Source: an optimization exercise on an open RTL-to-GDS flow (aim: small area, a short achievable clock period and few clock cycles per item). Production flows keep margins and buffers that such runs may drop.

try-quartz:
Design expression_solver, start of the top module:
module expression_solver
(
    input clk,
    input rst,
    input start,
    input [7:0] X,
    input [15:0] A,
    input [15:0] B,
    input [15:0] C,
    output [15:0] result,
    output zero,
    output overflow,
    output completed
);
Size: ~430 cells after synthesis, about 78 I/O pins, roughly 3800 sq um of cells after synthesis.
export LEC_CHECK = 0
export CAP_MARGIN = 20
export CORE_MARGIN = 2
export CORE_UTILIZATION = 40
export SLEW_MARGIN = 20
export SYNTH_HIERARCHICAL = 1
export SYNTH_MINIMUM_KEEP_SIZE = 0
create_clock -name core_clock -period 11.0 [get_ports {clk}]
standard.sh (not shown) runs the stock make flow with config.mk's settings and CLKGATE_MAP_FILE= SYNTH_SCRIPT=/design/flow/synth_recipe.tcl, a recipe that flattens the netlist after the stock synthesis.
==> flow/flow/run.sh <==
#!/bin/bash
# The standard layout, with the port buffers made from the smallest buffer
# (buf_1) instead of the delay buffer buffer_ports picks by default; the
# resizer still upsizes them where timing, slew or load ask for it.
set -euo pipefail
export BUFFER_PORTS_ARGS="-buffer_cell sky130_fd_sc_hd__buf_1"
bash standard.sh > standard_finish.log 2>&1
What try-zinc does differently from try-quartz at the input level:
# try-quartz
export LEC_CHECK = 0
export CAP_MARGIN = 20
export CORE_MARGIN = 2
export CORE_UTILIZATION = 40
export SLEW_MARGIN = 20
export SYNTH_HIERARCHICAL = 1
export SYNTH_MINIMUM_KEEP_SIZE = 0
create_clock -name core_clock -period 11.0 [get_ports {clk}]
# try-zinc
export LEC_CHECK = 0
export CAP_MARGIN = 20
export CORE_MARGIN = 2
export CORE_UTILIZATION = 40
export SETUP_SLACK_MARGIN = 3
export SLEW_MARGIN = 20
export SYNTH_HIERARCHICAL = 1
export SYNTH_MINIMUM_KEEP_SIZE = 0
create_clock -name core_clock -period 11.0 [get_ports {clk}]
==> results.txt <==
- The higher post-detailed-route via-to-cell ratio of try-quartz and try-zinc is in try-zinc.
- try-zinc vs try-quartz, first-pass GRT wire length went down by 3.0%.
- buf_1 as the worst-path cell with the longest stage delay was reported by try-quartz, and fa_1 by try-zinc.
Inputs modified between try-zinc and try-violet:
# try-zinc
export LEC_CHECK = 0
export CAP_MARGIN = 20
export CORE_MARGIN = 2
export CORE_UTILIZATION = 40
export SETUP_SLACK_MARGIN = 3
export SLEW_MARGIN = 20
export SYNTH_HIERARCHICAL = 1
export SYNTH_MINIMUM_KEEP_SIZE = 0
create_clock -name core_clock -period 11.0 [get_ports {clk}]
# try-violet
export LEC_CHECK = 0
export CAP_MARGIN = 20
export CORE_MARGIN = 2
export CORE_UTILIZATION = 40
export SETUP_SLACK_MARGIN = 4
export SLEW_MARGIN = 20
export SYNTH_HIERARCHICAL = 1
export SYNTH_MINIMUM_KEEP_SIZE = 0
create_clock -name core_clock -period 11.0 [get_ports {clk}]
[summary]
try-violet finished every stage and its layout cleared the timing, design-rule and antenna checks.
Comparing try-zinc against try-violet, there is no change at all in simple-gate area share of the yosys netlist.
Comparing worst reg-to-reg setup slack for try-zinc and try-violet, the bigger number came from try-violet.
Summary of the comparison: first-iteration detailed-routing DRC count is lower in try-violet, relative to try-zinc.
try-zinc and try-violet ended up with nearly the same maximum frequency from static timing analysis.
On worst setup slack, try-zinc beats try-violet.
Changes in try-garnet relative to try-violet:
# try-violet
export LEC_CHECK = 0
export CAP_MARGIN = 20
export CORE_MARGIN = 2
export CORE_UTILIZATION = 40
export SETUP_SLACK_MARGIN = 4
export SLEW_MARGIN = 20
export SYNTH_HIERARCHICAL = 1
export SYNTH_MINIMUM_KEEP_SIZE = 0
create_clock -name core_clock -period 11.0 [get_ports {clk}]
# try-garnet
export LEC_CHECK = 0
export CAP_MARGIN = 20
export CORE_MARGIN = 2
export CORE_UTILIZATION = 40
export SETUP_SLACK_MARGIN = 2.5
export SLEW_MARGIN = 20
export SYNTH_HIERARCHICAL = 1
export SYNTH_MINIMUM_KEEP_SIZE = 0
create_clock -name core_clock -period 11.0 [get_ports {clk}]
Findings:
- Between try-garnet and try-violet, the insertion delay to the later sink of the worst-skew pair figures differ only marginally.
- Maximum single-stage delay on the critical path delta for try-garnet relative to try-violet: 0.02 ns lower
- Per the comparison of try-garnet with try-violet, endpoint arrival time on the critical path picked up an extra 0.06 ns, reg2reg setup slack has decreased.
- Comparing try-garnet with try-violet, the final-layout clock-cell area share came out essentially unchanged.
- From try-violet to try-garnet the numbers moved as follows: setup slack fell 0.057 ns; die area about even; via count fell 0.64%; routed length on met1 fell 3.4%.
#### Input delta (try-pepper over try-garnet)
# try-garnet
export LEC_CHECK = 0
export CAP_MARGIN = 20
export CORE_MARGIN = 2
export CORE_UTILIZATION = 40
export SETUP_SLACK_MARGIN = 2.5
export SLEW_MARGIN = 20
export SYNTH_HIERARCHICAL = 1
export SYNTH_MINIMUM_KEEP_SIZE = 0
create_clock -name core_clock -period 11.0 [get_ports {clk}]
# try-pepper
export LEC_CHECK = 0
export CAP_MARGIN = 20
export CORE_MARGIN = 2
export CORE_UTILIZATION = 40
export SETUP_SLACK_MARGIN = 2
export SLEW_MARGIN = 20
export SYNTH_HIERARCHICAL = 1
export SYNTH_MINIMUM_KEEP_SIZE = 0
create_clock -name core_clock -period 11.0 [get_ports {clk}]
Findings:
Per the final summary, try-pepper finished and its layout is clean on timing, DRC and antenna.
STATUS post-layout worst setup margin: try-pepper loses against try-garnet
On worst hold slack: between try-pepper and try-garnet, it ends up higher for try-pepper.
NOTE: buffering stage count on the worst path with inverters included in try-pepper falls short of that of try-garnet
Sequential share of layout area of try-garnet is on par with try-pepper.
Compared with try-garnet, design area in try-pepper decreased slightly.
Relative to try-garnet, via count decreased by about 2.7% in try-pepper.
Between try-pepper and try-garnet, the later-pin clock latency in the skew report does not differ in any meaningful way.
Looking only at utilization of the core after routing, and setting everything else aside, the higher value of try-pepper and try-garnet goes to try-garnet.
Measured against each other, try-pepper and try-garnet differ in top achievable clock speed, the higher figure coming from try-garnet.
No run of this note included a check of the RTL's function; only the layout flow was run.

re-timing with driven ports:
Ports are ideal in the flow. The routed layouts listed here were re-timed in OpenROAD. Step 1 assumes that a clkbuf_16 drives the clock port and a buf_2 every other input. Step 2, shift: input delay + t, output delay - t, t = (earliest + latest rising clock arrival at the registers) / 2. This alone moves slack from input paths to output paths. Three values: ideal, step 1, step 2; two values: the first two.
run | shift t [ns] | setup WS [ns] | latest minus earliest clock arrival (ns) | slew at the worst register clock pin (ns)
try-quartz | 0.270 | 1.391 / 1.365 / 1.365 | 0.001 / 0.002 | 0.07 / 0.07
try-zinc | 0.270 | 2.151 / 2.129 / 2.129 | 0.002 / 0.001 | 0.07 / 0.07
try-violet | 0.271 | 2.139 / 2.112 / 2.112 | 0.002 / 0.002 | 0.07 / 0.07
try-garnet | 0.278 | 2.082 / 2.058 / 2.058 | 0.005 / 0.006 | 0.07 / 0.07
try-pepper | 0.269 | 2.012 / 1.991 / 1.991 | 0.003 / 0.003 | 0.07 / 0.07
After both steps every run listed still meets setup and hold. For try-violet, which loses most, drivers alone change the setup slack by -0.027 ns; drivers and shift together by -0.027 ns.
